This is an optimization exercise on Yosys and OpenROAD, whose aim is small area, not a production implementation.
Function was checked by simulation only, so behaviour that the tests miss may differ from the original.
Power figures rest on the tool's default switching activity, not on a simulated workload.

==> flow/design.v (outline; a module is shown in full before it is edited, if it fits) <==
// module systolic_array_3x3: 3122 lines
// module pp: 3 lines
// module fa: 4 lines
// module ha: 4 lines
// module an: 3 lines
// module xr: 3 lines
module systolic_array_3x3(
    input clk,
    input rst,
    input [71:0] a,
    input [71:0] b,
    output [143:0] c
);
  // ...
==> flow/flow/run.sh <==
#!/bin/bash
# Own layout flow: the standard ORFS flow (standard.sh, unchanged synthesis),
# with the port buffers made from the smallest buffer cell instead of the
# default, and the clock tree built without dummy loads. Each tool's output goes
# to a log file in this work folder (ORFS also keeps its per-step logs under
# orfs/logs/).
set -euo pipefail
cat >> config.mk <<'EOM'
export BUFFER_PORTS_ARGS = -buffer_cell sky130_fd_sc_hd__buf_1
EOM
bash standard.sh > standard_flow.log 2>&1
==> flow/standard.sh <==
#!/bin/bash
# synth_recipe.tcl (not shown) runs the flow's synth.tcl, then flattens the netlist and writes it again
# the make line also repeats each setting of config.mk as NAME=value (left out here)
make -C /OpenROAD-flow-scripts/flow DESIGN_CONFIG=/design/flow/config.mk WORK_HOME=/design/flow/orfs CLKGATE_MAP_FILE= SYNTH_SCRIPT=/design/flow/synth_recipe.tcl "${@:-finish}"
==> flow/config.mk <==
export PLATFORM = sky130hd
export DESIGN_NAME = systolic_array_3x3
export DESIGN_NICKNAME = systolic_array_3x3
export VERILOG_FILES = /design/flow/design.v
export SDC_FILE = /design/flow/constraint.sdc
export NUM_CORES = 4
export LEC_CHECK = 0
export ABC_AREA = 1
export CAP_MARGIN = 20
export CORE_MARGIN = 2
export CORE_UTILIZATION = 40
export GPL_TIMING_DRIVEN = 0
export PLACE_DENSITY = 0.6
export SLEW_MARGIN = 20
export SYNTH_HIERARCHICAL = 1
export BUFFER_PORTS_ARGS = -buffer_cell sky130_fd_sc_hd__buf_1
==> flow/constraint.sdc <==
create_clock -name core_clock -period 8.0 [get_ports {clk}]
set_input_delay 1.6000 -clock core_clock [delete_from_list [all_inputs] [get_ports {clk}]]
set_output_delay 1.6000 -clock core_clock [all_outputs]
set_load 0.01 [all_outputs]
==> notes.md, run 1 <==
* maximum frequency from static timing analysis: 133 MHz
* CP Data Arrival Time: 5.92 ns
* cell-by-cell trace of the critical path: nor2_1 > ha_1 > fa_1 > fa_1 > fa_1 > fa_1 > fa_1 > fa_1 > fa_1 > fa_1 > fa_1 > nand2_1 > inv_1 > inv_1 > nand2_1 > nand2_1 > buf_1
* sum of negative setup slack: 0 ns
* maximum ir drop on the vdd rail: 0.369 mV
* most used cells in the layout excluding fill and tap cells: 576 x sky130_fd_sc_hd__nor2_1, 483 x sky130_fd_sc_hd__fa_1, 193 x sky130_fd_sc_hd__buf_1, 149 x sky130_fd_sc_hd__inv_1, 134 x sky130_fd_sc_hd__nand2_1
* Post-Synth Adder-Cell Area: 56.6%
* starting utilization of the core area: 40.5%
* number of DRC violations after detailed routing: 0
* RD Place Congestion: 0.833
* Gate power share: 64.5%
* post-route worst setup slack: 0.484 ns
* met3 capacity usage during global routing: 3.78%
* clock tree cell share of total cell area: 2.97%
* cell at the root of the clock tree: sky130_fd_sc_hd__clkbuf_16
* power per standard cell area: 310 mW/mm^2
* RSZ-0062 raised after global routing: no
* dpl cells: 2457
* synthesis-to-finish area growth: 11.5%
* total congestion overflow after global routing: 0
* DP Wirelength: 35000 um
* comb_multi_in: 1274
* Post-Syn Nets: 2365
* antenna-violating nets left: 0
* leakage component of the power: 10.1 nW
* die area: 0.0489 mm^2
* Reg-to-Reg Start: b10n[1]$_DFF_PP1_
* Post-CTS Hold Fix Bufs: 0
* Avg WL per Cell: 17.8 um
* endpoints failing hold: 0
* clock sinks: 176
* Crit. Startpoint: b10n[1]$_DFF_PP1_
* n_taps: 607
* Die Ht: 221 um
* synth top area cells: sky130_fd_sc_hd__fa_1 51%, sky130_fd_sc_hd__dfstp_2 16%, sky130_fd_sc_hd__nor2_1 11%
* GRT busiest layer: met2
* io pins: 290
* status: complete, no violations
* Overall Power: 6.51 mW
* internal power: 3.63 mW
* critical path endpoint: c[60]
* Clock Power Share: 14.1%
* fraction of area in registers: 21.6%
==> inputs of run 2 (changes only) <==
--- a/flow/config.mk
+++ b/flow/config.mk
@@ -6,9 +6,7 @@
 export NUM_CORES = 4
 export LEC_CHECK = 0
-export ABC_AREA = 1
 export CAP_MARGIN = 20
 export CORE_MARGIN = 2
 export CORE_UTILIZATION = 40
-export GPL_TIMING_DRIVEN = 0
 export PLACE_DENSITY = 0.6
 export SLEW_MARGIN = 20
==> run 2 against run 1 <==
Design area down 4.0%. Total power down 6.9%. First-iteration DRC count up 14%. Worst hold slack better by 0.00087 ns. Global-route usage up 0.075 points. Maximum frequency down 0.62%. Critical path depth down 3. Setup slack worse by 0.047 ns. Critical endpoint is now c[31].
==> notes.md, run 2 <==
* die area: 0.0480 mm^2, -1.9%
* final count of pins violating max slew: 0
* worst-path fanout max: 17
* antenna-violating nets left: 0, unchanged
* maximum ir drop on the vdd rail: 0.222 mV, -40%
* top cell type by total area after synthesis: sky130_fd_sc_hd__fa_1
* RD Place Congestion: 0.842, +1.1%
* xor/xnor cell area share of the yosys netlist: 1.56%
* Avg WL per Cell: 19.0 um, +6.7%
* worst clock skew on the final layout: 0.0130 ns
* critical path endpoint: c[31]
* main combinational cell family by area after synthesis: adder cells
* Skew-Pair Late Insertion Delay: 0.49 ns
* Post-Synth Adder-Cell Area: 57.8%, +1.1 points
* RSZ-0062 raised after global routing: no
* port buffer count: 193
* number of design-rule violations left by the first detailed-router iteration: 773
* total number of yosys warnings: 7
* fraction of the yosys area taken by sequential cells: 24.6%
* Post-Syn Nets: 2198, -7.1%
* Worst EP required: 6.40 ns
* endpoints failing hold: 0, unchanged
* final cycle utilization of the critical path: 94.5%
* Crit. Startpoint: a01n[0]$_DFF_PP1_
* multi-input gate area in the final layout: 0.0134 mm^2
* most used cells in the layout excluding fill and tap cells: 576 x sky130_fd_sc_hd__nor2_1, 483 x sky130_fd_sc_hd__fa_1, 193 x sky130_fd_sc_hd__buf_1, 112 x sky130_fd_sc_hd__dfstp_2, 81 x sky130_fd_sc_hd__ha_1
* H-Tree Depth: 4
* Seq cells post-synth: 176
* overall routed net length: 43100 um
* number of antenna violations at the first check in global routing: 0
* total congestion overflow after global routing: 0, unchanged
* Post-CTS Hold Fix Bufs: 0, unchanged
* Inserted Clock Buffers: 17
* leakage component of the power: 9.29 nW, -7.7%
* simple-gate area share of the yosys netlist: 12.9%
* time the final worst path needs with I/O delays and setup: 7.56 ns
* mux contribution to synthesized area: 0%
* placement-stage worst setup slack: 0.728 ns
* fraction of final layout cells sized beyond drive strength 1: 9.18%
* Resize count post-CTS: 0
* clock sinks: 176, unchanged
* cell count after synthesis: 1488
* first-pass GRT wire length: 70300 um
* Std-Cell Core Area: 0.0455 mm^2
* total of endpoints with negative setup slack in the final report: 0
* CTS tree: done
* worst slew margin relative to its limit: 43.4%
* post-route worst setup slack: 0.437 ns, -0.0468 ns
* dominant register cell in the synthesized netlist: sky130_fd_sc_hd__dfstp_2
* Reg-to-Reg Start: b10n[2]$_DFF_PP1_
* Register-to-Register Path Depth: 17
* Overall Power: 6.06 mW, -6.9%
* final cell count without fillers: 2267
* number of DRC violations after detailed routing: 0, unchanged
* first-pass iteration count of the detailed router: 5
* number of cell rows: 78
* most common cell in the netlist: sky130_fd_sc_hd__nor2_1
* CP Data Arrival Time: 5.96 ns, +0.04 ns
* Storage cell area: 0.00454 mm^2
* cell at the root of the clock tree: sky130_fd_sc_hd__clkbuf_16
* total track usage: 19.5%
* nature of the critical path endpoint: output port
* buffer depth of the longest clock path: 2
* number of vias in the routed layout: 11400
* number of global-route vias before repair: 13100
* synth top area cells: sky130_fd_sc_hd__fa_1 52%, sky130_fd_sc_hd__dfstp_2 16%, sky130_fd_sc_hd__nor2_1 12%
* # nets final: 2364
* top cell types by occurrence after synthesis: 576 x sky130_fd_sc_hd__nor2_1, 483 x sky130_fd_sc_hd__fa_1, 112 x sky130_fd_sc_hd__dfstp_2, 81 x sky130_fd_sc_hd__ha_1, 64 x sky130_fd_sc_hd__dfrtp_1
* maximum frequency from static timing analysis: 132 MHz, -0.62%
* DP Wirelength: 34200 um, -2.5%
* sum of negative setup slack: 0 ns, unchanged
* Die Ht: 219 um, -0.98%
* buffers inserted by post-CTS timing repair: 0
* Post-synth EDFFs: 0
* number of distinct library cells after synthesis: 9
* clock slew seen by the registers of the worst setup and hold paths: 0.08 ns
* Antenna Diode Count: 0
* dpl cells: 2235, -9.0%
* status: complete, no violations
* fraction of post-synthesis cell area in the top cell type by area: 52.3%
* most common cell after layout, fill and taps aside: sky130_fd_sc_hd__nor2_1
* pin count of the biggest net entering global routing: 110
* io pins: 290, unchanged
* post-detailed-route via-to-cell ratio: 5.02
* slew at the pin closest to its max-slew limit: 0.849 ns
* starting utilization of the core area: 40.7%, +0.14 points
* type of origin of the critical path: flop
* Fillers: 4285
* r2r setup slk: 0.82 ns
* number of maximum-capacitance violations: 0
* post-synthesis instance area: 0.0185 mm^2
* reg2reg end: c21[15]$_DFF_PP0_
* synthesis-to-finish area growth: 9.22%
* post-synthesis compound-gate area fraction: 0%
* path type of the worst setup path: reg -> out
* path category of the worst min-delay check: reg -> reg
* die width: 219 um
* power per standard cell area: 300 mW/mm^2, -3.0%
* Async SR Flop Fraction: 100%
* Mapped Avg Cell Area: 12.4 um^2
run 2: cell types whose count changed in the layout (fill, tap and decap cells not counted), sizes merged, moves of 2 or more:
cell and delta:
and2 +35, buf -48, clkinv +2, inv -103
nand2 -134, xor2 +33
run 2: logic make-up after synthesis:
group         count (synthesis)
xor+xnor                     33
fa+ha+maj                   564
buf+inv                     104
flops                       176
simple gates                611
run 2: modules after synthesis (local to each module, per instance):
module,flops+latches,copies in the design,cell area (um^2),cells
fa,0,483,20.0,1
systolic_array_3x3,176,1,5140,280
xr,0,33,8.76,1
an,0,35,6.26,1
pp,0,576,3.75,1
ha,0,81,12.5,1
run 2: layout make-up:
cell class | instances | share of cell area, %
Multi-Input combinational cell | 1208 | 66.1
Sequential cell | 176 | 22.5
Timing Repair Buffer | 202 | 3.92
Tap cell | 600 | 3.72
Clock buffer | 19 | 2.19
Inverter | 49 | 0.948
Clock inverter | 13 | 0.619
run 2: per-stage QoR:
stage	hold slack (ns)	utilization (%)	cell area, um^2
6_report	0.433	44.4	20200
5_1_grt	0.433	44.4	20200
4_1_cts	0.425	44.4	20200
3_5_place_dp	0.428	43.2	19600
3_3_place_gp	0.430	43.2	19600
2_1_floorplan	0.396	-	18500
run 2: routing by layer:
layer  up-vias  track usage (%)  wire [um]
li1       4798                -          -
met1      6143             25.0      17200
met2       381             32.7      22300
met3        62             3.92       2450
met4         0             7.41       1220
met5         -                0          0
run 2: worst min-delay path by stage:
stage                            startpoint  cells after the start  slack [ns]                 to
after CTS                 b00n[1]$_DFF_PP1_                      0        0.42  b01n[1]$_DFF_PP1_
final                     b00n[1]$_DFF_PP1_                      0        0.43  b01n[1]$_DFF_PP1_
after global routing      b00n[1]$_DFF_PP1_                      0        0.43  b01n[1]$_DFF_PP1_
after floorplan           a00n[0]$_DFF_PP1_                      0        0.40  a10n[0]$_DFF_PP1_
after detailed placement  a00n[6]$_DFF_PP1_                      0        0.43  a10n[6]$_DFF_PP1_
after global placement    b00n[0]$_DFF_PP1_                      0        0.43  b01n[0]$_DFF_PP1_
run 2: power breakdown:
group          switching (mW)  internal [mW]
Sequential              0.192           1.20
Clock                   0.397          0.441
Combinational            2.16           1.68
Total                    2.75           3.32
run 2: critical path, cell delays in order (launching register included):
cell and delay [ns]:
sky130_fd_sc_hd__dfstp_2 0.76, sky130_fd_sc_hd__nor2_1 0.08, sky130_fd_sc_hd__ha_1 0.33, sky130_fd_sc_hd__fa_1 0.40, sky130_fd_sc_hd__fa_1 0.41, sky130_fd_sc_hd__fa_1 0.38
sky130_fd_sc_hd__fa_1 0.38, sky130_fd_sc_hd__fa_1 0.38, sky130_fd_sc_hd__fa_1 0.39, sky130_fd_sc_hd__fa_1 0.38, sky130_fd_sc_hd__fa_1 0.39, sky130_fd_sc_hd__fa_1 0.45
sky130_fd_sc_hd__and2_1 0.20, sky130_fd_sc_hd__xor2_1 0.34, sky130_fd_sc_hd__buf_1 0.20
==> inputs of run 3 (changes only) <==
--- a/flow/config.mk
+++ b/flow/config.mk
@@ -9,4 +9,5 @@
 export CORE_MARGIN = 2
 export CORE_UTILIZATION = 40
+export CTS_BUF_LIST = sky130_fd_sc_hd__clkbuf_8
 export PLACE_DENSITY = 0.6
 export SLEW_MARGIN = 20
==> run 3 against run 2 <==
Via count fell by 0.29%. Clock power fell by 25%. Global-route usage barely moved. Total power fell by 3.5%. First-iteration DRC count rose by 11%. Register-to-register slack barely moved. Maximum frequency fell by 0.94%. Setup slack got worse by 0.071 ns. Sequential share of layout area rose by 0.22 points. Critical path type unchanged. Critical endpoint unchanged. Largest cell class unchanged.
==> notes.md, run 3 <==
* dominant register cell in the synthesized netlist: sky130_fd_sc_hd__dfstp_2
* Storage cell area: 0.00454 mm^2, unchanged
* total of endpoints with negative setup slack in the final report: 0, unchanged
* r2r setup slk: 0.83 ns, about the same
* Die Ht: 219 um, unchanged
* multi-input gate area in the final layout: 0.0134 mm^2, unchanged
* CP Data Arrival Time: 6.03 ns, +0.07 ns
* most common cell after layout, fill and taps aside: sky130_fd_sc_hd__nor2_1
* maximum ir drop on the vdd rail: 0.228 mV, +2.4%
* H-Tree Depth: 4, unchanged
* path category of the worst min-delay check: reg -> reg
* starting utilization of the core area: 40.7%, unchanged
* Reg-to-Reg Start: b10n[2]$_DFF_PP1_
* post-synthesis compound-gate area fraction: 0%, unchanged
* CTS tree: done
* cell count after synthesis: 1488, unchanged
* RD Place Congestion: 0.842, unchanged
* Register-to-Register Path Depth: 17, unchanged
* fraction of the yosys area taken by sequential cells: 24.6%, unchanged
* critical path's largest stage delay: 0.77 ns, about the same
* # nets final: 2364, unchanged
* number of maximum-capacitance violations: 0, unchanged
* fraction of final layout cells sized beyond drive strength 1: 9.18%, unchanged
* endpoints failing hold: 0, unchanged
* number of distinct library cells after synthesis: 9, unchanged
* worst-path fanout max: 17, unchanged
* final cycle utilization of the critical path: 95.4%, +0.89 points
* die area: 0.0480 mm^2, unchanged
* top cell types by occurrence after synthesis: 576 x sky130_fd_sc_hd__nor2_1, 483 x sky130_fd_sc_hd__fa_1, 112 x sky130_fd_sc_hd__dfstp_2, 81 x sky130_fd_sc_hd__ha_1, 64 x sky130_fd_sc_hd__dfrtp_1
* number of design-rule violations left by the first detailed-router iteration: 861, +11%
* leakage component of the power: 9.20 nW, -0.90%
* worst clock skew on the final layout: 0.0188 ns, +0.00577 ns
* Post-CTS Hold Fix Bufs: 0, unchanged
* Inserted Clock Buffers: 17, unchanged
* Worst EP required: 6.40 ns, about the same
* slew at the pin closest to its max-slew limit: 0.853 ns, +0.00341 ns
* launch instance of the worst min-delay path: b00n[1]$_DFF_PP1_
* buffering stage count on the worst path with inverters included: 1, unchanged
* path type of the worst setup path: reg -> out
* Post-synth EDFFs: 0, unchanged
* Avg WL per Cell: 19.0 um, -0.32%
* final count of pins violating max slew: 0, unchanged
* critical-path cell with the highest stage delay: sky130_fd_sc_hd__dfstp_2
* mux contribution to synthesized area: 0%, unchanged
* status: complete, no violations
* power per standard cell area: 292 mW/mm^2, -2.6%
* simple-gate area share of the yosys netlist: 12.9%, unchanged
* number of DRC violations after detailed routing: 0, unchanged
* pin count of the biggest net entering global routing: 110, unchanged
* most used cells in the layout excluding fill and tap cells: 576 x sky130_fd_sc_hd__nor2_1, 483 x sky130_fd_sc_hd__fa_1, 193 x sky130_fd_sc_hd__buf_1, 112 x sky130_fd_sc_hd__dfstp_2, 81 x sky130_fd_sc_hd__ha_1
* Seq cells post-synth: 176, unchanged
* Overall Power: 5.85 mW, -3.5%
* maximum frequency from static timing analysis: 131 MHz, -0.94%
* Resize count post-CTS: 0, unchanged
* total congestion overflow after global routing: 0, unchanged
* overall routed net length: 43000 um, -0.32%
* cell at the root of the clock tree: sky130_fd_sc_hd__clkbuf_8
* main combinational cell family by area after synthesis: adder cells
* post-detailed-route via-to-cell ratio: 5.01, -0.29%
* Async SR Flop Fraction: 100%, unchanged
* clock sinks: 176, unchanged
* Skew-Pair Late Insertion Delay: 0.56 ns, +0.07 ns
* synthesis-to-finish area growth: 8.19%
* buffers inserted by post-CTS timing repair: 0, unchanged
* most common cell in the netlist: sky130_fd_sc_hd__nor2_1
* Antenna Diode Count: 0, unchanged
* clock slew seen by the registers of the worst setup and hold paths: 0.11 ns, +0.03 ns
* buffer depth of the longest clock path: 2, unchanged
* cell-by-cell trace of the critical path: nor2_1 > ha_1 > fa_1 > fa_1 > fa_1 > fa_1 > fa_1 > fa_1 > fa_1 > fa_1 > fa_1 > and2_1 > xor2_1 > buf_1
* Mapped Avg Cell Area: 12.4 um^2, unchanged
* Fillers: 4301, +0.37%
* Worst Hold Path EP: b01n[1]$_DFF_PP1_
* nature of the critical path endpoint: output port
* io pins: 290, unchanged
* worst slew margin relative to its limit: 43.2%, -0.23 points
* sum of negative setup slack: 0 ns, unchanged
* first-pass GRT wire length: 70000 um, -0.34%
* crit-path leading delay family: adder cells
* port buffer count: 193, unchanged
* total cell area at the placement stage: 0.0196 mm^2, unchanged
* first-pass iteration count of the detailed router: 5, unchanged
* Std-Cell Core Area: 0.0455 mm^2, unchanged
* die width: 219 um, unchanged
* top cell type by total area after synthesis: sky130_fd_sc_hd__fa_1
* number of antenna violations at the first check in global routing: 0, unchanged
* Post-Syn Nets: 2198, unchanged
* number of cell rows: 78, unchanged
* number of vias in the routed layout: 11400, -0.29%
* RSZ-0062 raised after global routing: no
* type of origin of the critical path: flop
* Post-Synth Adder-Cell Area: 57.8%, unchanged
* CP dominant cell by count: sky130_fd_sc_hd__fa_1
* xor/xnor cell area share of the yosys netlist: 1.56%, unchanged
* post-synthesis instance area: 0.0185 mm^2, unchanged
* time the final worst path needs with I/O delays and setup: 7.63 ns, +0.0714 ns
* number of global-route vias before repair: 13100, -0.39%
* reg2reg end: c21[15]$_DFF_PP0_
* total number of yosys warnings: 7, unchanged
* DP Wirelength: 34200 um, unchanged
* depth of the worst hold-timing path: 0, unchanged
* final cell area excluding filler cells: 0.0200 mm^2, -0.95%
* total track usage: 19.5%, about the same
* antenna-violating nets left: 0, unchanged
* fraction of post-synthesis cell area in the top cell type by area: 52.3%, unchanged
* synth top area cells: sky130_fd_sc_hd__fa_1 52%, sky130_fd_sc_hd__dfstp_2 16%, sky130_fd_sc_hd__nor2_1 12%
-- run 3: cell counts after synthesis --
Identical to the previous run, type by type.
-- run 3: area by class of cell --
cell class,instances,share of cell area (%)
Multi-Input combinational cell,1208,66.7
Sequential cell,176,22.7
Timing Repair Buffer,202,3.96
Tap cell,600,3.75
Clock buffer,18,1.24
Inverter,49,0.957
Clock inverter,14,0.644
-- run 3: routing by layer --
layer,GRT usage [%],vias up,share of wire (%)
met4,6.91,0,2.7
met1,25.0,6115,40
met5,0,-,0
met3,4.31,55,5.8
met2,32.6,389,52
li1,-,4792,-
-- run 3: logic make-up after synthesis --
group / after synthesis
DFF: 176
xor gates and xnor gates: 33
and+or+nand+nor: 611
buffers and inverters: 104
adders and majority gates: 564
-- run 3: how the worst max path moves through the flow --
stage / from / to / slack (ns) / cells after the start
6_report: a01n[0]$_DFF_PP1_ / c[31] / 0.37 / 14
3_3_place_gp: a01n[0]$_DFF_PP1_ / c12[15]$_DFF_PP0_ / 0.84 / 17
4_1_cts: a01n[0]$_DFF_PP1_ / c[31] / 0.22 / 14
3_5_place_dp: b10n[0]$_DFF_PP1_ / c21[15]$_DFF_PP0_ / 0.73 / 17
2_1_floorplan: b10n[2]$_DFF_PP1_ / c21[15]$_DFF_PP0_ / 1.19 / 17
5_1_grt: a01n[1]$_DFF_PP1_ / c[31] / 0.04 / 14
-- run 3: modules after synthesis, one instance, submodules excluded --
module | flops+latches | cells | copies in the design
xr | 0 | 1 | 33
systolic_array_3x3 | 176 | 280 | 1
an | 0 | 1 | 35
ha | 0 | 1 | 81
pp | 0 | 1 | 576
fa | 0 | 1 | 483
-- run 3: per-stage QoR --
stage	setup slack (ns)	hold WS (ns)	instances	utilization [%]
2_1_floorplan	1.19	0.396	1488	-
3_3_place_gp	0.839	0.430	2235	43.2
3_5_place_dp	0.728	0.428	2235	43.2
6_report	0.366	0.423	2267	44.0
4_1_cts	0.215	0.418	2267	44.0
5_1_grt	0.0383	0.418	2267	44.0
-- run 3: where the power goes --
part	switching (mW)	internal, mW	total, mW
clock network	0.370	0.258	0.628
logic	2.16	1.68	3.83
registers	0.191	1.20	1.39
total	2.72	3.13	5.85
==> inputs of run 4 (changes only) <==
--- a/flow/config.mk
+++ b/flow/config.mk
@@ -8,7 +8,7 @@
 export CAP_MARGIN = 20
 export CORE_MARGIN = 2
-export CORE_UTILIZATION = 40
+export CORE_UTILIZATION = 55
 export CTS_BUF_LIST = sky130_fd_sc_hd__clkbuf_8
-export PLACE_DENSITY = 0.6
+export PLACE_DENSITY = 0.75
 export SLEW_MARGIN = 20
 export SYNTH_HIERARCHICAL = 1
==> run 4 against run 3 <==
Largest power group unchanged. First-iteration DRC count decreased by 17%. Clock skew is 0.0061 ns higher. Routed wire length decreased by 2.3%. Maximum frequency down 0.91%. Global-route usage grew 6.4 points. Sequential cell count did not move. Sequential power about the same. Still clean on timing, DRC and antenna.
==> notes.md, run 4 <==
* status: complete, no violations
* critical-path cell with the highest stage delay: sky130_fd_sc_hd__dfstp_2
* io pins: 290, unchanged
* Clock Power Share: 11.5%, +0.8 points
* met3 wire len: 3160 um, +27%
* cell count after synthesis: 1488, unchanged
* clock sinks: 176, unchanged
* die width: 187 um, -14%
* DP Wirelength: 32100 um, -6.0%
* RD Place Congestion: 0.905, +7.5%
* Async SR Flop Fraction: 100%, unchanged
* multi-input gate area in the final layout: 0.0134 mm^2, unchanged
* buffering stage count on the worst path with inverters included: 1, unchanged
* buffer depth of the longest clock path: 2, unchanged
* type of origin of the critical path: flop
* synth top area cells: sky130_fd_sc_hd__fa_1 52%, sky130_fd_sc_hd__dfstp_2 16%, sky130_fd_sc_hd__nor2_1 12%
* port buffer count: 193, unchanged
* Skew-Pair Late Insertion Delay: 0.51 ns, -0.05 ns
* number of vias in the routed layout: 11700, +3.0%
* leakage component of the power: 9.20 nW, about the same
* final cell area excluding filler cells: 0.0198 mm^2, -0.81%
* number of DRC violations after detailed routing: 0, unchanged
* Inserted Clock Buffers: 17, unchanged
* first-pass GRT wire length: 69800 um, -0.29%
* power per standard cell area: 301 mW/mm^2, +2.8%
* r2r setup slk: 0.61 ns, -0.22 ns
* Post-Syn Nets: 2198, unchanged
* total track usage: 25.9%, +6.4 points
* number of maximum-capacitance violations: 0, unchanged
* endpoints failing hold: 0, unchanged
* total cell area at the placement stage: 0.0194 mm^2, -1.1%
* post-synthesis instance area: 0.0185 mm^2, unchanged
* RSZ-0062 raised after global routing: no
* post-detailed-route via-to-cell ratio: 5.53, +10%
* placement-stage worst setup slack: 0.670 ns, -0.0572 ns
* number of design-rule violations left by the first detailed-router iteration: 717, -17%
* worst-path fanout max: 17, unchanged
* fraction of the yosys area taken by sequential cells: 24.6%, unchanged
* Std-Cell Core Area: 0.0333 mm^2, -27%
* worst slew margin relative to its limit: 37.1%, -6.1 points
* internal power: 3.21 mW, +2.6%
* crit-path leading delay family: adder cells
* path category of the worst min-delay check: reg -> reg
* Seq cells post-synth: 176, unchanged
* fraction of final layout cells sized beyond drive strength 1: 9.13%, -0.049 points
* maximum frequency from static timing analysis: 130 MHz, -0.91%
* P_sw: 2.75 mW, +1.3%
* routed metal-1 wirelength: 15700 um, -8.3%
* Worst EP required: 6.40 ns, about the same
* max layer used: met4
* nature of the critical path endpoint: output port
* final count of pins violating max slew: 0, unchanged
* number of global-route vias before repair: 13600, +3.6%
* CTS tree: done
* # nets final: 2362, -0.085%
* most used cells in the layout excluding fill and tap cells: 576 x sky130_fd_sc_hd__nor2_1, 483 x sky130_fd_sc_hd__fa_1, 193 x sky130_fd_sc_hd__buf_1, 111 x sky130_fd_sc_hd__dfstp_2, 81 x sky130_fd_sc_hd__ha_1
* switching share of power: 46.2%, -0.31 points
* detailed-routed wire length on met2: 21800 um, -2.1%
* time the final worst path needs with I/O delays and setup: 7.70 ns, +0.0702 ns
* sum of negative setup slack: 0 ns, unchanged
* Antenna Diode Count: 0, unchanged
* Seq pwr share: 23.1%, -0.6 points
* total of endpoints with negative setup slack in the final report: 0, unchanged
* buffers inserted by post-CTS timing repair: 0, unchanged
* synthesis-to-finish area growth: 7.31%
* total congestion overflow after global routing: 0, unchanged
* post-route worst setup slack: 0.295 ns, -0.0702 ns
* most common cell in the netlist: sky130_fd_sc_hd__nor2_1
* first-pass iteration count of the detailed router: 5, unchanged
* Fillers: 2670, -38%
* Storage cell area: 0.00455 mm^2, about the same
* total number of yosys warnings: 7, unchanged
* pin count of the biggest net entering global routing: 101, -8.2%
* dominant register cell in the synthesized netlist: sky130_fd_sc_hd__dfstp_2
* antenna-violating nets left: 0, unchanged
* Post-synth EDFFs: 0, unchanged
* die area: 0.0351 mm^2, -27%
* Die Ht: 187 um, -14%
* Mapped Avg Cell Area: 12.4 um^2, unchanged
* worst clock skew on the final layout: 0.0249 ns, +0.00607 ns
* final cycle utilization of the critical path: 96.3%, +0.88 points
* maximum ir drop on the vdd rail: 0.385 mV, +69%
* Avg WL per Cell: 19.9 um, +4.8%
* critical path's largest stage delay: 0.79 ns, +0.02 ns
* Gate power share: 65.3%, -0.2 points
* number of distinct library cells after synthesis: 9, unchanged
* cell-by-cell trace of the critical path: nor2_1 > ha_1 > fa_1 > fa_1 > fa_1 > fa_1 > fa_1 > fa_1 > fa_1 > fa_1 > fa_1 > and2_1 > xor2_1 > buf_1
* top cell type by total area after synthesis: sky130_fd_sc_hd__fa_1
* CP Data Arrival Time: 6.10 ns, +0.07 ns
* path type of the worst setup path: reg -> out
* overall routed net length: 42000 um, -2.3%
* starting utilization of the core area: 55.6%, +15 points
* most common cell after layout, fill and taps aside: sky130_fd_sc_hd__nor2_1
* clock slew seen by the registers of the worst setup and hold paths: 0.12 ns, about the same
* cell at the root of the clock tree: sky130_fd_sc_hd__clkbuf_8
* number of cell rows: 67, -14%
* fraction of post-synthesis cell area in the top cell type by area: 52.3%, unchanged
* number of antenna violations at the first check in global routing: 0, unchanged
* CP dominant cell by count: sky130_fd_sc_hd__fa_1
* slew at the pin closest to its max-slew limit: 0.944 ns, +0.0909 ns
* Overall Power: 5.97 mW, +2.0%
* H-Tree Depth: 4, unchanged
* top cell types by occurrence after synthesis: 576 x sky130_fd_sc_hd__nor2_1, 483 x sky130_fd_sc_hd__fa_1, 112 x sky130_fd_sc_hd__dfstp_2, 81 x sky130_fd_sc_hd__ha_1, 64 x sky130_fd_sc_hd__dfrtp_1
==> run 4: logic make-up after synthesis <==
group,after synthesis,synth area share (%)
simple gates,611,12.9
fa+ha+maj,564,57.8
flops,176,24.6
buf+inv,104,3.23
xor+xnor,33,1.56
==> run 4: final timing paths <==
path	start	endpoint	cells past startpoint
max in group asynchronous	rst	c21[11]$_DFF_PP0_	3
max reg2reg	b10n[1]$_DFF_PP1_	c21[15]$_DFF_PP0_	17
min in group asynchronous	rst	c22[4]$_DFF_PP0_	2
max	b10n[1]$_DFF_PP1_	c[60]	14
min reg2reg	b20n[2]$_DFF_PP1_	b21n[2]$_DFF_PP1_	0
min	b20n[2]$_DFF_PP1_	b21n[2]$_DFF_PP1_	0
==> run 4: through the flow <==
stage          cells  util [%]  hold slack [ns]
3_5_place_dp    2081      58.4            0.421
4_1_cts         2113      59.6            0.428
2_1_floorplan   1488         -            0.396
5_1_grt         2113      59.6            0.435
3_3_place_gp    2081      58.4            0.422
6_report        2113      59.6            0.417
==> run 4: area by class of cell <==
type                            count  area share, %
Clock inverter                     14          0.864
Clock buffer                       18           1.25
Tap cell                          448           2.82
Timing Repair Buffer              200           3.92
Sequential cell                   176           22.9
Inverter                           49          0.952
Multi-Input combinational cell   1208           67.3
==> run 4: per-layer routing <==
layer / up-vias / global-route usage (%)
li1: 4783 / -
met1: 6211 / 33.1
met2: 591 / 43.6
met3: 103 / 5.42
met4: 0 / 10.5
met5: - / 0
==> run 4: power groups by stage <==
stage / sequential [mW] / combinational, mW / clock (mW)
CTS: 1.38 / 4.04 / 0.706
global route: 1.40 / 4.47 / 0.738
finish: 1.38 / 3.90 / 0.688
global placement: 1.39 / 3.84 / 0
detailed placement: 1.39 / 4.00 / 0
floorplan: 1.41 / 2.91 / 0
==> run 4: worst register-to-register path, cell delays in order, from the launching register on <==
cell and delay, ns:
sky130_fd_sc_hd__dfstp_2 0.79, sky130_fd_sc_hd__nor2_1 0.12, sky130_fd_sc_hd__ha_1 0.32, sky130_fd_sc_hd__fa_1 0.42, sky130_fd_sc_hd__fa_1 0.43, sky130_fd_sc_hd__fa_1 0.41
sky130_fd_sc_hd__fa_1 0.42, sky130_fd_sc_hd__fa_1 0.40, sky130_fd_sc_hd__fa_1 0.54, sky130_fd_sc_hd__fa_1 0.48, sky130_fd_sc_hd__fa_1 0.40, sky130_fd_sc_hd__fa_1 0.40
sky130_fd_sc_hd__fa_1 0.39, sky130_fd_sc_hd__fa_1 0.39, sky130_fd_sc_hd__fa_1 0.42, sky130_fd_sc_hd__fa_1 0.40, sky130_fd_sc_hd__fa_1 0.38, sky130_fd_sc_hd__xor2_1 0.17
==> run 4: repair_timing <==
action / CTS / global route
gates resized for setup: 0 / 1
setup endpoints to repair: 0 / 1
hold buffers: 0 / 0
==> run 4: per-module statistics from Yosys, one instance, submodules excluded <==
module | area [um^2] | flops+latches | times used | cells
an | 6.26 | 0 | 35 | 1
pp | 3.75 | 0 | 576 | 1
xr | 8.76 | 0 | 33 | 1
systolic_array_3x3 | 5140 | 176 | 1 | 280
fa | 20.0 | 0 | 483 | 1
ha | 12.5 | 0 | 81 | 1
==> inputs of run 5 (changes only) <==
==> flow/flow/run.sh (replaced) <==
#!/bin/bash
# Own layout flow: the standard ORFS flow (standard.sh, unchanged synthesis),
# with the port buffers made from the smallest buffer cell instead of the
# default, and the clock tree built without dummy loads. ORFS keeps each
# step's log under orfs/logs/; make's own output goes to standard_flow.log.
set -euo pipefail
cat >> config.mk <<'EOM'
export BUFFER_PORTS_ARGS = -buffer_cell sky130_fd_sc_hd__buf_1
export CTS_ARGS = -sink_clustering_enable -repair_clock_nets -buf_list "sky130_fd_sc_hd__clkbuf_4 sky130_fd_sc_hd__clkbuf_8" -dont_use_dummy_load
EOM
bash standard.sh > standard_flow.log 2>&1
--- a/flow/config.mk
+++ b/flow/config.mk
@@ -8,8 +8,9 @@
 export CAP_MARGIN = 20
 export CORE_MARGIN = 2
-export CORE_UTILIZATION = 55
+export CORE_UTILIZATION = 40
 export CTS_BUF_LIST = sky130_fd_sc_hd__clkbuf_8
-export PLACE_DENSITY = 0.75
+export PLACE_DENSITY = 0.6
 export SLEW_MARGIN = 20
 export SYNTH_HIERARCHICAL = 1
 export BUFFER_PORTS_ARGS = -buffer_cell sky130_fd_sc_hd__buf_1
+export CTS_ARGS = -sink_clustering_enable -repair_clock_nets -buf_list "sky130_fd_sc_hd__clkbuf_4 sky130_fd_sc_hd__clkbuf_8" -dont_use_dummy_load
==> run 5 against run 4 <==
Highest routed layer unchanged. Clock skew rose by 0.010 ns. Non-clock buffer count increased by 2. Setup slack improved by 0.081 ns. Sequential cell count stayed put. Utilization shrank 16 points. Critical path depth stayed put. Worst hold slack worse by 0.013 ns. Clock power shrank 28%. Die area is 37% higher. Design area is essentially flat.
==> notes.md, run 5 <==
* overall routed net length: 42900 um, +2.2%
* Post-Syn Nets: 2198, unchanged
* post-synthesis instance area: 0.0185 mm^2, unchanged
* Post-CTS Hold Fix Bufs: 0, unchanged
* maximum frequency from static timing analysis: 131 MHz, +1.1%
* total congestion overflow after global routing: 0, unchanged
* cell-by-cell trace of the critical path: nor2_1 > ha_1 > fa_1 > fa_1 > fa_1 > fa_1 > fa_1 > fa_1 > fa_1 > fa_1 > fa_1 > and2_1 > xor2_1 > buf_1
* fraction of final layout cells sized beyond drive strength 1: 8.41%, -0.72 points
* Reg-to-Reg Start: b10n[2]$_DFF_PP1_
* Die Ht: 219 um, +17%
* number of design-rule violations left by the first detailed-router iteration: 751, +4.7%
* RSZ-0062 raised after global routing: no
* path type of the worst setup path: reg -> out
* most common cell after layout, fill and taps aside: sky130_fd_sc_hd__nor2_1
* number of global-route vias before repair: 13100, -3.8%
* worst-path fanout max: 13, -4
* leakage component of the power: 9.13 nW, -0.81%
* multi-input gate area in the final layout: 0.0134 mm^2, unchanged
* nature of the critical path endpoint: output port
* final-layout worst hold slack: 0.404 ns, -0.0133 ns
* Worst Hold Path EP: b01n[1]$_DFF_PP1_
* CTS tree: done
* synthesis-to-finish area growth: 7.41%, about the same
* critical path's largest stage delay: 0.76 ns, -0.03 ns
* buffer depth of the longest clock path: 2, unchanged
* placement-stage worst setup slack: 0.728 ns, +0.0572 ns
* io pins: 290, unchanged
* fraction of the yosys area taken by sequential cells: 24.6%, unchanged
* maximum ir drop on the vdd rail: 0.222 mV, -42%
* pin count of the biggest net entering global routing: 110, +8.9%
* buffers inserted by post-CTS timing repair: 0, unchanged
* Async SR Flop Fraction: 100%, unchanged
* slew at the pin closest to its max-slew limit: 0.861 ns, -0.0822 ns
* number of vias in the routed layout: 11300, -3.6%
* Std-Cell Core Area: 0.0455 mm^2, +37%
* endpoints failing hold: 0, unchanged
* H-Tree Depth: 4, unchanged
* Resize count post-CTS: 0, unchanged
* # nets final: 2364, +0.085%
* final cycle utilization of the critical path: 95.3%, -1.0 points
* launch instance of the worst min-delay path: b00n[1]$_DFF_PP1_
* starting utilization of the core area: 40.7%, -15 points
* clock sinks: 176, unchanged
* total track usage: 19.4%, -6.5 points
* Worst EP required: 6.40 ns, about the same
* buffering stage count on the worst path with inverters included: 1, unchanged
* first-pass iteration count of the detailed router: 5, unchanged
* synth top area cells: sky130_fd_sc_hd__fa_1 52%, sky130_fd_sc_hd__dfstp_2 16%, sky130_fd_sc_hd__nor2_1 12%
* number of cell rows: 78, +16%
* DP Wirelength: 34200 um, +6.4%
* Post-synth EDFFs: 0, unchanged
* Fillers: 4314, +62%
* CP dominant cell by count: sky130_fd_sc_hd__fa_1
* most used cells in the layout excluding fill and tap cells: 576 x sky130_fd_sc_hd__nor2_1, 483 x sky130_fd_sc_hd__fa_1, 193 x sky130_fd_sc_hd__buf_1, 112 x sky130_fd_sc_hd__dfstp_2, 81 x sky130_fd_sc_hd__ha_1
* top cell types by occurrence after synthesis: 576 x sky130_fd_sc_hd__nor2_1, 483 x sky130_fd_sc_hd__fa_1, 112 x sky130_fd_sc_hd__dfstp_2, 81 x sky130_fd_sc_hd__ha_1, 64 x sky130_fd_sc_hd__dfrtp_1
* antenna-violating nets left: 0, unchanged
* Avg WL per Cell: 19.1 um, -4.1%
* number of antenna violations at the first check in global routing: 0, unchanged
* depth of the worst hold-timing path: 0, unchanged
* Storage cell area: 0.00454 mm^2, about the same
* Antenna Diode Count: 0, unchanged
* die area: 0.0480 mm^2, +37%
* status: complete, no violations
* power per standard cell area: 287 mW/mm^2, -4.4%
* number of maximum-capacitance violations: 0, unchanged
* time the final worst path needs with I/O delays and setup: 7.62 ns, -0.0812 ns
* fraction of post-synthesis cell area in the top cell type by area: 52.3%, unchanged
* worst slew margin relative to its limit: 42.6%, +5.5 points
* critical-path cell with the highest stage delay: sky130_fd_sc_hd__dfstp_2
* Seq cells post-synth: 176, unchanged
* clock slew seen by the registers of the worst setup and hold paths: 0.10 ns, -0.02 ns
* first-pass GRT wire length: 69800 um, about the same
* post-route worst setup slack: 0.377 ns, +0.0812 ns
* final count of pins violating max slew: 0, unchanged
* Register-to-Register Path Depth: 17, unchanged
* Inserted Clock Buffers: 17, unchanged
* type of origin of the critical path: flop
* post-detailed-route via-to-cell ratio: 5.00, -9.6%
* worst clock skew on the final layout: 0.0352 ns, +0.0103 ns
* top cell type by total area after synthesis: sky130_fd_sc_hd__fa_1
* reg2reg end: c21[15]$_DFF_PP0_
* dominant register cell in the synthesized netlist: sky130_fd_sc_hd__dfstp_2
* CP Data Arrival Time: 6.02 ns, -0.08 ns
* r2r setup slk: 0.82 ns, +0.21 ns
* Skew-Pair Late Insertion Delay: 0.55 ns, +0.04 ns
* Mapped Avg Cell Area: 12.4 um^2, unchanged
* number of distinct library cells after synthesis: 9, unchanged
* most common cell in the netlist: sky130_fd_sc_hd__nor2_1
* sum of negative setup slack: 0 ns, unchanged
* RD Place Congestion: 0.842, -7.0%
* cell count after synthesis: 1488, unchanged
* cell at the root of the clock tree: sky130_fd_sc_hd__clkbuf_8
* path category of the worst min-delay check: reg -> reg
* die width: 219 um, +17%
* crit-path leading delay family: adder cells
* number of DRC violations after detailed routing: 0, unchanged
* port buffer count: 193, unchanged
* Crit. Startpoint: b10n[2]$_DFF_PP1_
* total number of yosys warnings: 7, unchanged
* total of endpoints with negative setup slack in the final report: 0, unchanged
-- run 5: cell types whose count changed in the layout (fill, tap and decap cells not counted), sizes merged --
cell and change:
clkbuf -1, buf +2, inv -7, clkinv -3, bufinv -2, clkinvlp -2
-- run 5: power breakdown --
part | switching (mW) | internal [mW]
combinational | 2.15 | 1.67
clock | 0.307 | 0.187
sequential | 0.191 | 1.20
total | 2.65 | 3.06
-- run 5: layer usage --
| metal | up-vias | routed length (um) | global-route usage (%) |
|---|---|---|---|
| li1 | 4776 | - | - |
| met2 | 377 | 22100 | 32.5 |
| met4 | 0 | 1110 | 7.52 |
| met5 | - | 0 | 0 |
| met1 | 6058 | 17300 | 24.9 |
| met3 | 55 | 2430 | 3.73 |
-- run 5: per-module statistics from Yosys (local to each module, per instance) --
| module | times used | area, um^2 | flip-flops and latches | cells |
|---|---|---|---|---|
| fa | 483 | 20.0 | 0 | 1 |
| an | 35 | 6.26 | 0 | 1 |
| pp | 576 | 3.75 | 0 | 1 |
| ha | 81 | 12.5 | 0 | 1 |
| xr | 33 | 8.76 | 0 | 1 |
| systolic_array_3x3 | 1 | 5140 | 176 | 280 |
-- run 5: worst max path at each step --
stage                                   end  slack, ns  cells after the start
after floorplan           c21[15]$_DFF_PP0_       1.19                     17
after global placement    c12[15]$_DFF_PP0_       0.84                     17
after detailed placement  c21[15]$_DFF_PP0_       0.73                     17
after CTS                             c[31]       0.24                     14
after global routing                  c[31]       0.07                     14
final                                 c[62]       0.38                     14
-- run 5: area by class of cell --
class | count | area share [%]
multi-input combinational | 1208 | 67.2
sequential | 176 | 22.9
timing repair buffer | 202 | 3.99
tap | 600 | 3.78
clock buffer | 17 | 1.18
inverter | 49 | 0.964
-- run 5: cells by family after synthesis --
kind of cell             after synthesis  synth area share, %
XOR/XNOR                              33                 1.56
adder cells (fa/ha/maj)              564                 57.8
flip-flops                           176                 24.6
AND/OR/NAND/NOR                      611                 12.9
buffers and inverters                104                 3.23
-- run 5: through the flow --
step	util, %	instance area, um^2	instances	total power [mW]
CTS	43.7	19900	2252	5.94
detailed placement	43.2	19600	2235	5.37
global placement	43.2	19600	2235	5.29
global route	43.7	19900	2252	6.46
floorplan	-	18500	1488	4.31
finish	43.7	19900	2252	5.71
-- run 5: worst reg2reg max path, cell delays in order (launching register included) --
cell and delay [ns]:
sky130_fd_sc_hd__dfstp_2 0.76, sky130_fd_sc_hd__nor2_1 0.11, sky130_fd_sc_hd__ha_1 0.32, sky130_fd_sc_hd__fa_1 0.40
sky130_fd_sc_hd__fa_1 0.42, sky130_fd_sc_hd__fa_1 0.38, sky130_fd_sc_hd__fa_1 0.38, sky130_fd_sc_hd__fa_1 0.39
sky130_fd_sc_hd__fa_1 0.52, sky130_fd_sc_hd__fa_1 0.48, sky130_fd_sc_hd__fa_1 0.41, sky130_fd_sc_hd__fa_1 0.40
sky130_fd_sc_hd__fa_1 0.40, sky130_fd_sc_hd__fa_1 0.39, sky130_fd_sc_hd__fa_1 0.39, sky130_fd_sc_hd__fa_1 0.39
sky130_fd_sc_hd__fa_1 0.38, sky130_fd_sc_hd__xor2_1 0.17
==> inputs of run 6 (changes only) <==
--- a/flow/flow/run.sh
+++ b/flow/flow/run.sh
@@ -7,5 +7,5 @@
 cat >> config.mk <<'EOM'
 export BUFFER_PORTS_ARGS = -buffer_cell sky130_fd_sc_hd__buf_1
-export CTS_ARGS = -sink_clustering_enable -repair_clock_nets -buf_list "sky130_fd_sc_hd__clkbuf_4 sky130_fd_sc_hd__clkbuf_8" -dont_use_dummy_load
+export CTS_ARGS = -sink_clustering_enable -repair_clock_nets -buf_list sky130_fd_sc_hd__clkbuf_8 -dont_use_dummy_load
 EOM
 bash standard.sh > standard_flow.log 2>&1
--- a/flow/config.mk
+++ b/flow/config.mk
@@ -14,3 +14,3 @@
 export SYNTH_HIERARCHICAL = 1
 export BUFFER_PORTS_ARGS = -buffer_cell sky130_fd_sc_hd__buf_1
-export CTS_ARGS = -sink_clustering_enable -repair_clock_nets -buf_list "sky130_fd_sc_hd__clkbuf_4 sky130_fd_sc_hd__clkbuf_8" -dont_use_dummy_load
+export CTS_ARGS = -sink_clustering_enable -repair_clock_nets -buf_list sky130_fd_sc_hd__clkbuf_8 -dont_use_dummy_load
==> run 6 against run 5 <==
Non-clock buffer count unchanged. Die area did not move. First-iteration DRC count unchanged.
==> notes.md, run 6 <==
* path category of the worst min-delay check: reg -> reg
* routed metal-1 wirelength: 17300 um, unchanged
* H-Tree Depth: 4, unchanged
* top cell types by occurrence after synthesis: 576 x sky130_fd_sc_hd__nor2_1, 483 x sky130_fd_sc_hd__fa_1, 112 x sky130_fd_sc_hd__dfstp_2, 81 x sky130_fd_sc_hd__ha_1, 64 x sky130_fd_sc_hd__dfrtp_1
* placement-stage worst setup slack: 0.728 ns, unchanged
* most common cell after layout, fill and taps aside: sky130_fd_sc_hd__nor2_1
* antenna-violating nets left: 0, unchanged
* Async SR Flop Fraction: 100%, unchanged
* top cell type by total area after synthesis: sky130_fd_sc_hd__fa_1
* # nets final: 2364, unchanged
* most used cells in the layout excluding fill and tap cells: 576 x sky130_fd_sc_hd__nor2_1, 483 x sky130_fd_sc_hd__fa_1, 193 x sky130_fd_sc_hd__buf_1, 112 x sky130_fd_sc_hd__dfstp_2, 81 x sky130_fd_sc_hd__ha_1
* detailed-routed wire length on met2: 22100 um, unchanged
* power per standard cell area: 287 mW/mm^2, unchanged
* worst clock skew on the final layout: 0.0352 ns, unchanged
* final cycle utilization of the critical path: 95.3%, unchanged
* final count of pins violating max slew: 0, unchanged
* Skew-Pair Late Insertion Delay: 0.55 ns, about the same
* Antenna Diode Count: 0, unchanged
* number of global-route vias before repair: 13100, unchanged
* Std-Cell Core Area: 0.0455 mm^2, unchanged
* cell count after synthesis: 1488, unchanged
* number of maximum-capacitance violations: 0, unchanged
* CTS tree: done
* status: complete, no violations
* dominant register cell in the synthesized netlist: sky130_fd_sc_hd__dfstp_2
* endpoints failing hold: 0, unchanged
* total track usage: 19.4%, unchanged
* starting utilization of the core area: 40.7%, unchanged
* die area: 0.0480 mm^2, unchanged
* time the final worst path needs with I/O delays and setup: 7.62 ns, unchanged
* synthesis-to-finish area growth: 7.41%, unchanged
* sum of negative setup slack: 0 ns, unchanged
* number of antenna violations at the first check in global routing: 0, unchanged
* path type of the worst setup path: reg -> out
* buffers inserted by post-CTS timing repair: 0, unchanged
* Resize count post-CTS: 0, unchanged
* nature of the critical path endpoint: output port
* critical-path cell with the highest stage delay: sky130_fd_sc_hd__dfstp_2
* Inserted Clock Buffers: 17, unchanged
* maximum ir drop on the vdd rail: 0.222 mV, unchanged
* clock slew seen by the registers of the worst setup and hold paths: 0.10 ns, about the same
* r2r setup slk: 0.82 ns, about the same
* fraction of final layout cells sized beyond drive strength 1: 8.41%, unchanged
* Avg WL per Cell: 19.1 um, unchanged
* slew at the pin closest to its max-slew limit: 0.861 ns, unchanged
* Worst EP required: 6.40 ns, about the same
* RSZ-0062 raised after global routing: no
* maximum frequency from static timing analysis: 131 MHz, unchanged
* pin count of the biggest net entering global routing: 110, unchanged
* fraction of the yosys area taken by sequential cells: 24.6%, unchanged
* Post-Syn Nets: 2198, unchanged
* Die Ht: 219 um, unchanged
* first-pass GRT wire length: 69800 um, unchanged
* number of DRC violations after detailed routing: 0, unchanged
* total number of yosys warnings: 7, unchanged
* number of vias in the routed layout: 11300, unchanged
* type of origin of the critical path: flop
* RD Place Congestion: 0.842, unchanged
* total of endpoints with negative setup slack in the final report: 0, unchanged
* worst slew margin relative to its limit: 42.6%, unchanged
* port buffer count: 193, unchanged
* number of distinct library cells after synthesis: 9, unchanged
* met3 wire len: 2430 um, unchanged
* fraction of post-synthesis cell area in the top cell type by area: 52.3%, unchanged
* post-synthesis instance area: 0.0185 mm^2, unchanged
* Post-CTS Hold Fix Bufs: 0, unchanged
* synth top area cells: sky130_fd_sc_hd__fa_1 52%, sky130_fd_sc_hd__dfstp_2 16%, sky130_fd_sc_hd__nor2_1 12%
* Post-synth EDFFs: 0, unchanged
* number of design-rule violations left by the first detailed-router iteration: 751, unchanged
* post-route worst setup slack: 0.377 ns, unchanged
* worst-path fanout max: 13, unchanged
* post-detailed-route via-to-cell ratio: 5.00, unchanged
* overall routed net length: 42900 um, unchanged
* critical path's largest stage delay: 0.76 ns, about the same
* cell at the root of the clock tree: sky130_fd_sc_hd__clkbuf_8
* max layer used: met4
* die width: 219 um, unchanged
* clock sinks: 176, unchanged
* CP dominant cell by count: sky130_fd_sc_hd__fa_1
* Seq cells post-synth: 176, unchanged
* cell-by-cell trace of the critical path: nor2_1 > ha_1 > fa_1 > fa_1 > fa_1 > fa_1 > fa_1 > fa_1 > fa_1 > fa_1 > fa_1 > and2_1 > xor2_1 > buf_1
* leakage component of the power: 9.13 nW, unchanged
* io pins: 290, unchanged
* buffer depth of the longest clock path: 2, unchanged
* most common cell in the netlist: sky130_fd_sc_hd__nor2_1
* total congestion overflow after global routing: 0, unchanged
* CP Data Arrival Time: 6.02 ns, about the same
* DP Wirelength: 34200 um, unchanged
* number of cell rows: 78, unchanged
* first-pass iteration count of the detailed router: 5, unchanged
* Mapped Avg Cell Area: 12.4 um^2, unchanged
-- run 6: cell counts after synthesis --
Identical to the previous run, type by type.
-- run 6: cell families (layout without fill, tap and decap cells) --
kind of cell | after synthesis | after routing | synth area share [%]
XOR/XNOR | 33 | 33 | 1.56
buffers and inverters | 104 | 268 | 3.23
flip-flops | 176 | 176 | 24.6
adder cells (fa/ha/maj) | 564 | 564 | 57.8
AND/OR/NAND/NOR | 611 | 611 | 12.9
-- run 6: area by class of cell --
type | instances | area [um^2]
Inverter | 49 | 191
Multi-Input combinational cell | 1208 | 13400
Timing Repair Buffer | 202 | 792
Tap cell | 600 | 751
Sequential cell | 176 | 4540
Clock buffer | 17 | 234
Fill cell | 4314 | 25600
-- run 6: power by group --
group,switching [mW],internal (mW)
Combinational,2.15,1.67
Clock,0.307,0.187
Sequential,0.191,1.20
Total,2.65,3.06
-- run 6: routing by layer --
| metal | GRT usage (%) | vias up |
|---|---|---|
| met5 | 0 | - |
| met4 | 7.52 | 0 |
| met3 | 3.73 | 55 |
| met2 | 32.5 | 377 |
| met1 | 24.9 | 6058 |
| li1 | - | 4776 |
-- run 6: path summary, 6_finish.rpt --
check	end	startpoint	cells after the start
worst max-delay path	c[62]	b10n[2]$_DFF_PP1_	14
worst min-delay path	b01n[1]$_DFF_PP1_	b00n[1]$_DFF_PP1_	0
worst max register to register	c21[15]$_DFF_PP0_	b10n[2]$_DFF_PP1_	17
worst min register to register	b01n[1]$_DFF_PP1_	b00n[1]$_DFF_PP1_	0
max in group asynchronous	c21[9]$_DFF_PP0_	rst	3
min in group asynchronous	c22[1]$_DFF_PP0_	rst	2
-- run 6: worst max-delay path: cells and delay by family (launching register included) --
kind	cells	cell delay (ns)
xor gates and xnor gates	1	0.30
adders and majority gates	10	3.91
buffers and inverters	1	0.19
DFF	1	0.76
and+or+nand+nor	2	0.31
-- run 6: metrics by stage --
stage	std cells	total power [mW]	util, %	instance area (um^2)	hold slack [ns]
after global routing	2252	6.46	43.7	19900	0.403
after global placement	2235	5.29	43.2	19600	0.430
after CTS	2252	5.94	43.7	19900	0.398
after detailed placement	2235	5.37	43.2	19600	0.428
after floorplan	1488	4.31	-	18500	0.396
final	2252	5.71	43.7	19900	0.404
-- run 6: per-module statistics from Yosys, one instance, submodules excluded --
module              times used  cells
fa                         483      1
an                          35      1
ha                          81      1
pp                         576      1
systolic_array_3x3           1    280
xr                          33      1

## separate check: timing with driven ports
In the flow no input, the clock included, has a driving cell. The finished layouts below were timed again as built, in two steps. Step 1, drivers: a clkbuf_16 drives clk and a buf_2 each remaining input, both assumed. Step 2 also shifts input and output timing later by t, the mid clock arrival at the registers, as if the neighbouring blocks saw the same clock. a / b / c = ideal / step 1 / step 2; a / b = the first two.
run | shift t [ns] | setup slack, ns | hold slack, ns | worst data-port slew with drivers (ns)
run 1 | 0.540 | 0.484 / 0.427 / 0.681 | 0.433 / 0.433 / 0.433 | 0.03
run 2 | 0.538 | 0.437 / 0.385 / 0.822 | 0.433 / 0.433 / 0.433 | 0.05
run 3 | 0.600 | 0.366 / 0.317 / 0.826 | 0.423 / 0.423 / 0.423 | 0.05
run 4 | 0.550 | 0.295 / 0.247 / 0.613 | 0.417 / 0.417 / 0.417 | 0.03
run 5 | 0.585 | 0.377 / 0.328 / 0.815 | 0.404 / 0.404 / 0.404 | 0.05
run 6 | 0.585 | 0.377 / 0.328 / 0.815 | 0.404 / 0.404 / 0.404 | 0.05
After both steps every run listed still meets setup and hold.
